Context: an optimization exercise on an open-source flow, tuned for small area. The choices shown serve that exercise and are no tape-out recipe.
Function was checked by simulation only, so behaviour that the tests miss may differ from the original.
The clock input has no modelled driver; a real chip could not lean on it and would need a root buffer or a full tree.
Power figures rest on the tool's default switching activity, not on a simulated workload.

## topmodule
module topmodule(
    input CLK100MHZ,
    input CPU_RESETN,
    input [1:0]SW,
    input BTNL, BTNR,
    output CA, CB, CC, CD, CE, CF, CG, DP,
    output [7:0]AN,
    output [7:0]LED
);
Size in the first run: roughly 30 I/O pins, ~3100 µm² of cells after synthesis.
Settings: LEC_CHECK=0, CAP_MARGIN=20, CORE_MARGIN=2, CORE_UTILIZATION=60, PLACE_DENSITY=0.95, SLEW_MARGIN=20; clock period 10.0 ns.
standard.sh (not shown) runs the stock make flow with config.mk's settings and CLKGATE_MAP_FILE= SYNTH_SCRIPT=/design/flow/synth_recipe.tcl, a recipe that flattens the netlist after the stock synthesis.
==> flow/flow/run.sh <==
#!/bin/bash
# Own layout flow: the standard flow, with these changes.
#  1. After the standard synthesis (bash standard.sh synth, unchanged), the
#     combinational logic between the flip-flops is re-mapped by ABC with an
#     area-oriented script (deepsyn + area mapping), 24 seeds, keeping the
#     smallest result. Flip-flop instances, their names and cell types stay
#     exactly as the standard synthesis made them (flow/reabc.ys).
#  2. Port buffers are the smallest buffer (buf_1) instead of clkdlybuf4s50_1.
#  3. Clock buffering by hand instead of TritonCTS (flow/mycts_hook.tcl, run
#     as the CTS step's PRE_CTS_TCL hook): the clock port drives a few clock
#     buffers directly, each driving one k-means cluster of flip-flops.
# Each tool's output goes to a log file of its own in the work folder.
set -euo pipefail
W=$(pwd)
R=$W/orfs/results/${FLOW_PLATFORM}/topmodule/base
LIB=$FLOW_HOME/platforms/sky130hd/lib/sky130_fd_sc_hd__tt_025C_1v80.lib

bash standard.sh synth > $W/log_1_synth.txt 2>&1

cp $R/1_2_yosys.v $W/synth_standard.v
DU=$(sed -n '/^export DONT_USE_CELLS/,/^$/p' $FLOW_HOME/platforms/sky130hd/config.mk \
     | grep -oE 'sky130_fd_sc_hd__[a-z0-9_]+' | sort -u | sed 's/^/-dont_use /' | tr '\n' ' ')
run_seed() {
  local s=$1
  sed -e "s#SEED#$s#" $W/flow/abc_area.script > $W/abc_area_$s.script
  sed -e "s#@LIB@#$LIB#g" -e "s#@DU@#$DU#g" -e "s#@IN@#$W/synth_standard.v#g" \
      -e "s#@OUT@#$W/synth_reabc_$s.v#g" -e "s#@SCRIPT@#$W/abc_area_$s.script#g" \
      $W/flow/reabc.ys > $W/reabc_$s.ys
  yosys -s $W/reabc_$s.ys > $W/log_reabc_$s.txt 2>&1 || true
}
SEEDS=$(seq 1 24)
for b in 0 1 2 3 4 5; do
  for i in 1 2 3 4; do run_seed $((b * 4 + i)) & done
  wait
done
best=""; besta=""
for s in $SEEDS; do
  f=$W/synth_reabc_$s.v.stat_after.txt
  [[ -s $W/synth_reabc_$s.v && -s $f ]] || { echo "seed $s: failed" >> $W/log_reabc_pick.txt; continue; }
  a=$(grep 'Chip area for module' $f | awk '{print $NF}')
  echo "seed $s: $a" >> $W/log_reabc_pick.txt
  if [[ -z "$best" ]] || awk -v a="$a" -v b="$besta" 'BEGIN{exit !(a < b)}'; then best=$s; besta=$a; fi
done
if [[ -n "$best" ]]; then
  echo "picked seed $best ($besta)" >> $W/log_reabc_pick.txt
  cp $W/synth_reabc_$best.v $R/1_2_yosys.v
  rm -f $R/1_synth.odb $R/1_synth.sdc
else
  echo "no re-mapped netlist; keeping the standard one" >> $W/log_reabc_pick.txt
fi

bash standard.sh \
    BUFFER_PORTS_ARGS="-buffer_cell sky130_fd_sc_hd__buf_1" \
    PRE_CTS_TCL="$W/flow/mycts_hook.tcl" \
    finish > $W/log_2_layout.txt 2>&1
==> flow/flow/abc_area.script <==
strash
&get -n
&deepsyn -T 90 -S SEED
&put
strash
&get -n
&dch -f
&nf -R 1000
&put
mfs2
strash
&get -n
&dch -f
&nf -R 1000
&put
topo
Other scripts of this flow, unchanged in this note and not shown: flow/flow/mycts.tcl, flow/flow/mycts_hook.tcl, flow/flow/reabc.ys
The baseline completed with no timing, DRC or antenna violations.
Change:
==> flow/flow/abc_area.script (replaced) <==
strash
&get -n
&deepsyn -T 60 -S SEED
&put
strash
&get -n
&dch -f
&nf -R 1000
&put
mfs2
strash
&get -n
&dch -f
&nf -R 1000
&put
topo
- via count is higher by 2.0%
- final cell count went up by 1.3%
- wire length rose by 6.0%
- total power falls by 0.53%
- setup slack is better by 0.20 ns
- maximum frequency rises by 2.5%
- clock skew went up by 0.013 ns
- register-to-register slack degrades by 0.25 ns
- design area stays flat
- first-iteration DRC count came out higher by 16%
- die area is higher by 0.30%
In every run of this note, the design's own scripts or RTL, not TritonCTS, make the clock network.

* * *

topmodule, a different RTL version from the one above (not shown whole).
Size in the first run: ~30 I/O pins.
// topmodule
module topmodule(
    input CLK100MHZ,
    input CPU_RESETN,
    input [1:0]SW,
    input BTNL, BTNR,
    output CA, CB, CC, CD, CE, CF, CG, DP,
    output [7:0]AN,
    output [7:0]LED
);
clock: 10.0 ns
lec_check: 0
cap_margin: 20
core_margin: 2
core_utilization: 60
slew_margin: 20
==> flow/flow/run.sh <==
#!/bin/bash
# Own layout flow: the standard flow, with these changes.
#  1. After the standard synthesis (bash standard.sh synth, unchanged), the
#     combinational logic between the flip-flops is re-mapped by ABC with an
#     area-oriented script (deepsyn + area mapping), four seeds in parallel,
#     keeping the smallest result. Flip-flop instances, their names and cell
#     types stay exactly as the standard synthesis made them.
#  2. Port buffers are the smallest buffer (buf_1) instead of clkdlybuf4s50_1.
#  3. Clock buffering by hand (flow/mycts.tcl): the clock port drives four
#     clkbuf_16, each driving a k-means cluster of flip-flops.
# Each tool's output goes to a log file of its own in the work folder.
set -euo pipefail
W=$(pwd)
R=$W/orfs/results/${FLOW_PLATFORM}/topmodule/base
LIB=$FLOW_HOME/platforms/sky130hd/lib/sky130_fd_sc_hd__tt_025C_1v80.lib

bash standard.sh synth > $W/log_1_synth.txt 2>&1

cp $R/1_2_yosys.v $W/synth_standard.v
DU=$(sed -n '/^export DONT_USE_CELLS/,/^$/p' $FLOW_HOME/platforms/sky130hd/config.mk \
     | grep -oE 'sky130_fd_sc_hd__[a-z0-9_]+' | sort -u | sed 's/^/-dont_use /' | tr '\n' ' ')
for s in 1 2 3 4; do
  sed -e "s#SEED#$s#" $W/flow/abc_area.script > $W/abc_area_$s.script
  sed -e "s#@LIB@#$LIB#g" -e "s#@DU@#$DU#g" -e "s#@IN@#$W/synth_standard.v#g" \
      -e "s#@OUT@#$W/synth_reabc_$s.v#g" -e "s#@SCRIPT@#$W/abc_area_$s.script#g" \
      $W/flow/reabc.ys > $W/reabc_$s.ys
  yosys -s $W/reabc_$s.ys > $W/log_reabc_$s.txt 2>&1 &
done
wait
best=""; besta=""
for s in 1 2 3 4; do
  a=$(grep 'Chip area for module' $W/synth_reabc_$s.v.stat_after.txt | awk '{print $NF}')
  echo "seed $s: $a" >> $W/log_reabc_pick.txt
  if [[ -z "$best" ]] || awk -v a="$a" -v b="$besta" 'BEGIN{exit !(a < b)}'; then best=$s; besta=$a; fi
done
echo "picked seed $best ($besta)" >> $W/log_reabc_pick.txt
cp $W/synth_reabc_$best.v $R/1_2_yosys.v
rm -f $R/1_synth.odb $R/1_synth.sdc

bash standard.sh \
    BUFFER_PORTS_ARGS="-buffer_cell sky130_fd_sc_hd__buf_1" \
    PRE_CTS_TCL="$W/flow/mycts_hook.tcl" \
    finish > $W/log_2_layout.txt 2>&1
==> flow/flow/mycts_hook.tcl <==
# PRE_CTS hook: the clock port drives four clkbuf_16 directly, each driving one
# k-means cluster of flip-flops; TritonCTS is then skipped.
source [file join [file dirname [info script]] mycts.tcl]
mycts_build 3 sky130_fd_sc_hd__clkbuf_16
set_propagated_clock [all_clocks]
proc clock_tree_synthesis {args} { puts "clock_tree_synthesis skipped: clock buffered by mycts" }
Other scripts of this flow, unchanged in this note and not shown: flow/flow/abc_area.script, flow/flow/mycts.tcl, flow/flow/reabc.ys
The starting point finished clean.
Then changed:
==> flow/flow/mycts_hook.tcl (replaced) <==
# PRE_CTS hook: the clock port drives four clkbuf_16 directly, each driving one
# k-means cluster of flip-flops; TritonCTS is then skipped.
source [file join [file dirname [info script]] mycts.tcl]
mycts_build 4 sky130_fd_sc_hd__clkbuf_8
set_propagated_clock [all_clocks]
proc clock_tree_synthesis {args} { puts "clock_tree_synthesis skipped: clock buffered by mycts" }
Settings changed: PLACE_DENSITY set to 0.85.
After rerunning:
- setup slack got worse by 0.078 ns
- die area is unchanged
- via count climbs by about 1.2%
- maximum frequency shrinks by about 1.1%
- routed wire length rose by 2.6%
- clock power fell by about 10%
- sequential share of layout area rises by 0.33 points
- total power goes down by about 3.5%
- final area shrinks by about 0.8%
- utilization went down by 0.51 points
- sequential power barely changes
No run of this note takes its clock network from TritonCTS; it comes from the design's own scripts or RTL.

* * *

Setup of JK:
topmodule, a different RTL version from the one above (not shown whole).
Size in the first run: about 400 cells after synthesis, ~0.0033 sq mm of cells after synthesis.
clock: 10.0 ns
lec_check: 0
cap_margin: 20
core_margin: 2
core_utilization: 60
place_density: 0.85
slew_margin: 20
==> flow/flow/run.sh <==
#!/bin/bash
# Own layout flow: the standard flow, with these changes.
#  1. After the standard synthesis (bash standard.sh synth, unchanged), the
#     combinational logic between the flip-flops is re-mapped by ABC with an
#     area-oriented script (deepsyn + area mapping), 24 seeds, keeping the
#     smallest result. Flip-flop instances, their names and cell types stay
#     exactly as the standard synthesis made them (flow/reabc.ys).
#  2. Port buffers are the smallest buffer (buf_1) instead of clkdlybuf4s50_1.
#  3. Clock buffering by hand instead of TritonCTS (flow/mycts_hook.tcl, run
#     as the CTS step's PRE_CTS_TCL hook): the clock port drives a few clock
#     buffers directly, each driving one k-means cluster of flip-flops.
# Each tool's output goes to a log file of its own in the work folder.
set -euo pipefail
W=$(pwd)
R=$W/orfs/results/${FLOW_PLATFORM}/topmodule/base
LIB=$FLOW_HOME/platforms/sky130hd/lib/sky130_fd_sc_hd__tt_025C_1v80.lib

bash standard.sh synth > $W/log_1_synth.txt 2>&1

cp $R/1_2_yosys.v $W/synth_standard.v
DU=$(sed -n '/^export DONT_USE_CELLS/,/^$/p' $FLOW_HOME/platforms/sky130hd/config.mk \
     | grep -oE 'sky130_fd_sc_hd__[a-z0-9_]+' | sort -u | sed 's/^/-dont_use /' | tr '\n' ' ')
run_seed() {
  local s=$1
  sed -e "s#SEED#$s#" $W/flow/abc_area.script > $W/abc_area_$s.script
  sed -e "s#@LIB@#$LIB#g" -e "s#@DU@#$DU#g" -e "s#@IN@#$W/synth_standard.v#g" \
      -e "s#@OUT@#$W/synth_reabc_$s.v#g" -e "s#@SCRIPT@#$W/abc_area_$s.script#g" \
      $W/flow/reabc.ys > $W/reabc_$s.ys
  yosys -s $W/reabc_$s.ys > $W/log_reabc_$s.txt 2>&1 || true
}
SEEDS=$(seq 1 24)
for b in 0 1 2 3 4 5; do
  for i in 1 2 3 4; do run_seed $((b * 4 + i)) & done
  wait
done
best=""; besta=""
for s in $SEEDS; do
  f=$W/synth_reabc_$s.v.stat_after.txt
  [[ -s $W/synth_reabc_$s.v && -s $f ]] || { echo "seed $s: failed" >> $W/log_reabc_pick.txt; continue; }
  a=$(grep 'Chip area for module' $f | awk '{print $NF}')
  echo "seed $s: $a" >> $W/log_reabc_pick.txt
  if [[ -z "$best" ]] || awk -v a="$a" -v b="$besta" 'BEGIN{exit !(a < b)}'; then best=$s; besta=$a; fi
done
if [[ -n "$best" ]]; then
  echo "picked seed $best ($besta)" >> $W/log_reabc_pick.txt
  cp $W/synth_reabc_$best.v $R/1_2_yosys.v
  rm -f $R/1_synth.odb $R/1_synth.sdc
else
  echo "no re-mapped netlist; keeping the standard one" >> $W/log_reabc_pick.txt
fi

bash standard.sh \
    BUFFER_PORTS_ARGS="-buffer_cell sky130_fd_sc_hd__buf_1" \
    PRE_CTS_TCL="$W/flow/mycts_hook.tcl" \
    finish > $W/log_2_layout.txt 2>&1
Other scripts of this flow, unchanged in this note and not shown: flow/flow/abc_area.script, flow/flow/mycts.tcl, flow/flow/mycts_hook.tcl, flow/flow/reabc.ys
JK finished all stages; the layout is clean.
Setup changes, JK to MS
diff --git a/flow/flow/run.sh b/flow/flow/run.sh
--- a/flow/flow/run.sh
+++ b/flow/flow/run.sh
@@ -5 +5 @@
-#     area-oriented script (deepsyn + area mapping), 24 seeds, keeping the
+#     area-oriented script (deepsyn + area mapping), twelve seeds, keeping the
@@ -31,5 +31,3 @@
-SEEDS=$(seq 1 24)
-for b in 0 1 2 3 4 5; do
-  for i in 1 2 3 4; do run_seed $((b * 4 + i)) & done
-  wait
-done
+for s in 1 2 3 4; do run_seed $s & done; wait
+for s in 5 6 7 8; do run_seed $s & done; wait
+for s in 9 10 11 12; do run_seed $s & done; wait
@@ -37 +35 @@
-for s in $SEEDS; do
+for s in 1 2 3 4 5 6 7 8 9 10 11 12; do
### Flow results
Every run (MS and JK) finished clean.
Delta (MS minus JK): final global-route overflow total about even; post-DP HPWL about even; first-pass GRT wire length about even.
Diff JK..MS | post-route cell area | unchanged
Total met2 wirelength after detailed routing: MS vs JK identical
Looking at MS and JK, the initial antenna violation count is a wash.
What AL does differently from MS at the input level:
diff --git a/flow/config.mk b/flow/config.mk
--- a/flow/config.mk
+++ b/flow/config.mk
@@ -11 +11 @@
-export PLACE_DENSITY = 0.85
+export PLACE_DENSITY = 0.95
==> comparison <==
- Between AL and MS, the count of vias placed by the detailed router is lower for MS.
- Looking at AL and MS, the die area is a wash.
- Taking MS as the reference, in AL final cell count increased 0.40%; transition time of the tightest slew-check pin increased 0.13 ns.
- On met2 wire length: between AL and MS, it ends up higher for AL.
- Gate count after technology mapping (higher): AL
No run of this note takes its clock network from TritonCTS; it comes from the design's own scripts or RTL.

[afterwards: timing with drivers on the ports]
The results above use ideal ports. As a check the final layouts listed here were re-extracted and re-timed, cells and wires unchanged.
Step 1 (the two cells are an assumption about what drives the block):
set clk [get_ports {CLK100MHZ}]
set_driving_cell -lib_cell sky130_fd_sc_hd__clkbuf_16 $clk
set_driving_cell -lib_cell sky130_fd_sc_hd__buf_2 [delete_from_list [all_inputs] $clk]
Step 2, shift: input delay + t, output delay - t, t = (earliest + latest rising clock arrival at the registers) / 2. This alone moves slack from input paths to output paths.
a / b / c = ideal / step 1 / step 2; a / b = the first two.
| run | t, ns | setup WS [ns] | latest minus earliest clock arrival (ns) | worst slew at a driven data input, ns |
|---|---|---|---|---|
| the first run of note 1 | 0.209 | 1.770 / 1.744 / 1.744 | 0.006 / 0.006 | 0.03 |
| the second run of note 1 | 0.209 | 1.972 / 1.941 / 1.941 | 0.019 / 0.019 | 0.03 |
| the first run of note 2 | 0.218 | 2.806 / 2.762 / 2.762 | 0.044 / 0.045 | 0.04 |
| the second run of note 2 | 0.225 | 2.728 / 2.699 / 2.699 | 0.018 / 0.019 | 0.03 |
| JK | 0.218 | 3.129 / 3.101 / 3.101 | 0.020 / 0.020 | 0.03 |
| MS | 0.218 | 3.129 / 3.101 / 3.101 | 0.020 / 0.020 | 0.03 |
| AL | 0.222 | 3.183 / 3.143 / 3.143 | 0.005 / 0.005 | 0.04 |
After both steps every run listed still meets setup and hold. The setup slack of the first run of note 2, which loses most, moves by -0.044 ns with the drivers and by -0.044 ns with both steps.
